Background: an optimization exercise with open tools, aiming at small area and a short achievable clock period. Do not read the settings as production practice. No activity file was given, so power comes from the tool's default toggle rates.

==> flow/design.v (excerpt) <==
module DSP (a,b,c,d,clk,rst_n,p);
    parameter OPERATION = "ADD" ;
    input [17:0] a,b,d;
    input [47:0] c;
    input clk,rst_n;
    output reg [47:0] p;
    wire [19:0] ax = {2'b00, a};
    reg [8:0] bo, bt, bn;
    reg bz;
    reg [17:0] s1;
    wire [17:0] s0;
    ks18 u_pre (.a(b), .b(d), .s(s0));
    reg [115:0] x;
    wire [115:0] xe = x;
    reg [47:0] r0;
    reg [47:8] r1;
    reg rc;
    wire [47:0] cd = {c[47:36] - 12'd1, c[35:0]};
    wire [115:0] xn;
    wire [8:0] nn = ~bn;
    wire [18:0] sx = {1'b0, s1};
    wire [18:0] sy = {s1, 1'b0};
    wire [17:0] pz = {18{bz}} & s1;
    wire [18:0] pp0 = (({19{bo[0]}} & sx) | ({19{bt[0]}} & sy)) ^ {19{bn[0]}};
    wire [18:0] pp1 = (({19{bo[1]}} & sx) | ({19{bt[1]}} & sy)) ^ {19{bn[1]}};
    wire [18:0] pp2 = (({19{bo[2]}} & sx) | ({19{bt[2]}} & sy)) ^ {19{bn[2]}};
    wire [18:0] pp3 = (({19{bo[3]}} & sx) | ({19{bt[3]}} & sy)) ^ {19{bn[3]}};
    wire [18:0] pp4 = (({19{bo[4]}} & sx) | ({19{bt[4]}} & sy)) ^ {19{bn[4]}};
    wire [18:0] pp5 = (({19{bo[5]}} & sx) | ({19{bt[5]}} & sy)) ^ {19{bn[5]}};
    wire [18:0] pp6 = (({19{bo[6]}} & sx) | ({19{bt[6]}} & sy)) ^ {19{bn[6]}};
    wire [18:0] pp7 = (({19{bo[7]}} & sx) | ({19{bt[7]}} & sy)) ^ {19{bn[7]}};
    wire [18:0] pp8 = (({19{bo[8]}} & sx) | ({19{bt[8]}} & sy)) ^ {19{bn[8]}};
    wire hs1, hk1;
    wire fs1, fk1;
    wire hs2, hk2;
    wire fs2, fk2;
    wire fs3, fk3;
    wire fs4, fk4;
    wire hs3, hk3;
    wire fs5, fk5;
    wire fs6, fk6;
    wire fs7, fk7;
    wire fs8, fk8;
    wire hs4, hk4;
    wire fs9, fk9;
    wire fs10, fk10;
    wire fs11, fk11;
    wire fs12, fk12;
    wire fs13, fk13;
    wire fs14, fk14;
    wire hs5, hk5;
  ...
clock: 7.0 ns
lec_check: 0
cap_margin: 20
core_margin: 2
core_utilization: 60
cts_buf_list: sky130_fd_sc_hd__clkbuf_8
cts_cluster_diameter: 60
cts_cluster_size: 16
setup_slack_margin: 4.5
slew_margin: 20
synth_hierarchical: 1
synth_minimum_keep_size: 0
standard.sh (not shown) runs the stock make flow with config.mk's settings and CLKGATE_MAP_FILE= SYNTH_SCRIPT=/design/flow/synth_recipe.tcl, a recipe that flattens the netlist after the stock synthesis.
==> flow/flow/run.sh <==
#!/bin/bash
# Standard ORFS layout (the standard.sh, unchanged synthesis), except:
# - the input and output ports are buffered with a plain buf_1 instead of the
#   delay-type buffer that buffer_ports picks by default;
# - clock tree synthesis inserts no dummy load cells.
set -euo pipefail
bash standard.sh \
  "BUFFER_PORTS_ARGS=-buffer_cell sky130_fd_sc_hd__buf_1" \
  "CTS_ARGS=-sink_clustering_enable -repair_clock_nets -sink_clustering_size 16 -sink_clustering_max_diameter 60 -buf_list sky130_fd_sc_hd__clkbuf_8 -dont_use_dummy_load" \
  finish > orfs_make.log 2>&1
The baseline went through all stages and came out clean.
Rerun with:
--- a/flow/design.v
+++ b/flow/design.v
@@ -19,53 +19,30 @@
 module ks18 (input [17:0] a, input [17:0] b, output [17:0] s);
     localparam W = 18;
     localparam L = 5;
     wire [W-1:0] g [0:L];
     wire [W-1:0] p [0:L];
     assign g[0] = a & b;
     assign p[0] = a ^ b;
     genvar l, i;
     generate for (l = 0; l < L; l = l + 1) begin : g_l
         for (i = 0; i < W; i = i + 1) begin : g_i
-            if (i >= (1 << l)) begin : g_m
-                assign g[l+1][i] = g[l][i] | (p[l][i] & g[l][i-(1<<l)]);
-                assign p[l+1][i] = p[l][i] & p[l][i-(1<<l)];
-            end else begin : g_k
-                assign g[l+1][i] = g[l][i];
-                assign p[l+1][i] = p[l][i];
-            end
-        end
-    end endgenerate
-    assign s = p[0] ^ {g[L][W-2:0], 1'b0};
-endmodule
-module addhi (input [39:0] a, input [39:0] b, input ci, output [39:0] s);
-    localparam W = 40;
-    localparam L = 6;
-    wire [W-1:0] g [0:L];
-    wire [W-1:0] p [0:L];
-    wire [W-1:0] p0 = a ^ b;
-    wire [W-1:0] g0 = a & b;
-    assign g[0] = {g0[W-1:1], g0[0] | (p0[0] & ci)};
-    assign p[0] = p0;
-    genvar l, i;
-    generate for (l = 0; l < L; l = l + 1) begin : g_l
-        for (i = 0; i < W; i = i + 1) begin : g_i
             if ((i >> l) % 2 == 1) begin : g_m
                 assign g[l+1][i] = g[l][i] | (p[l][i] & g[l][((i >> (l+1)) << (l+1)) + (1 << l) - 1]);
                 assign p[l+1][i] = p[l][i] & p[l][((i >> (l+1)) << (l+1)) + (1 << l) - 1];
             end else begin : g_k
                 assign g[l+1][i] = g[l][i];
                 assign p[l+1][i] = p[l][i];
             end
         end
     end endgenerate
-    assign s = p0 ^ {g[L][W-2:0], ci};
+    assign s = p[0] ^ {g[L][W-2:0], 1'b0};
 endmodule
 module DSP (a,b,c,d,clk,rst_n,p);
     parameter OPERATION = "ADD" ;
     input [17:0] a,b,d;
     input [47:0] c;
     input clk,rst_n;
     output reg [47:0] p;
     wire [19:0] ax = {2'b00, a};
     reg [8:0] bo, bt, bn;
     reg bz;
@@ -649,21 +626,21 @@
     assign xn[110] = hk21;
     assign xn[111] = hs22;
     assign xn[112] = hk22;
     assign xn[113] = hs23;
     assign xn[114] = hk23;
     assign xn[115] = hk12;
     wire [47:0] r0n = {cd[47], cd[46], cd[45], cd[44], cd[43], cd[42], cd[41], cd[40], cd[39], cd[38], fk168, fk167, fk166, fk165, fk164, fk163, fk162, fk161, fk160, fk159, fk158, fk157, fk156, fk155, fk154, fk153, fk152, fk151, fk150, fk149, fk148, fk147, fk146, fk145, fk144, fk143, fk142, fk141, fk140, fk139, fk138, fk137, fk136, hk44, hk43, cd[2], xe[1], xe[0]};
     wire [47:0] r1n = {1'b0, 1'b0, 1'b0, 1'b0, 1'b0, 1'b0, 1'b0, 1'b0, 1'b0, hk45, hs45, fs168, fs167, fs166, fs165, fs164, fs163, fs162, fs161, fs160, fs159, fs158, fs157, fs156, fs155, fs154, fs153, fs152, fs151, fs150, fs149, fs148, fs147, fs146, fs145, fs144, fs143, fs142, fs141, fs140, fs139, fs138, fs137, fs136, hs44, hs43, cd[1], cd[0]};
     always @(posedge clk) s1 <= s0;
     wire [8:0] lo = r0n[7:0] + r1n[7:0];
-    wire [40:0] hi; addhi u_hi (.a(r0[47:8]), .b(r1[47:8]), .ci(rc), .s(hi[40:1])); assign hi[0] = 1'b0;
+    wire [40:0] hi = {r0[47:8], 1'b1} + {r1[47:8], rc};
     always @(posedge clk or negedge rst_n) begin
         if (!rst_n) begin
             bo <= 0; bt <= 0; bn <= 0; bz <= 0;
             x <= 116'b00101010100100100100100100010010001000100010001000001100000000000000000000000000000000000000000000000000000000000000; r0 <= 0; r1 <= 0; rc <= 0; p <= 0;
         end else begin
             bo[0] <= ax[0] ^ 1'b0;
             bt[0] <= (ax[1] & ~ax[0] & ~1'b0) | (~ax[1] & ax[0] & 1'b0);
             bn[0] <= ax[1];
             bo[1] <= ax[2] ^ ax[1];
             bt[1] <= (ax[3] & ~ax[2] & ~ax[1]) | (~ax[3] & ax[2] & ax[1]);
The new run passed the timing, DRC and antenna checks.
Total power went up by a few percent.
Maximum frequency went down by a few percent.
Combinational power went up by roughly a tenth.
Setup slack degrades by 0.096 ns.
Cell area went down slightly.
No run of this note included a check of the RTL's function; only the layout flow was run.

## static timing again, ports no longer ideal
How much do the figures lean on ideal ports? The routed layouts below were timed once more, with nothing changed but the port constraints. Step 1 (the two cells are an assumption about what drives the block):
set clk [get_ports {clk}]
set_driving_cell -lib_cell sky130_fd_sc_hd__clkbuf_16 $clk
set_driving_cell -lib_cell sky130_fd_sc_hd__buf_2 [delete_from_list [all_inputs] $clk]
Step 2 times the ports against the registers' clock, not the clock port: input delays grow and output delays shrink by t, the midpoint of the rising clock arrivals with the driver on. a / b / c = ideal / step 1 / step 2; a / b = the first two.
run	shift t [ns]	slack for setup (ns)	latest minus earliest clock arrival (ns)	cell pins on the clock port's net
the first run	0.591	4.206 / 4.206 / 4.054	0.059 / 0.059	1
the second run	0.597	4.110 / 4.123 / 3.525	0.048 / 0.049	1
After both steps setup and hold are still met in every run listed. For the second run, which loses most, drivers alone change the setup slack by +0.013 ns; drivers and shift together by -0.585 ns.
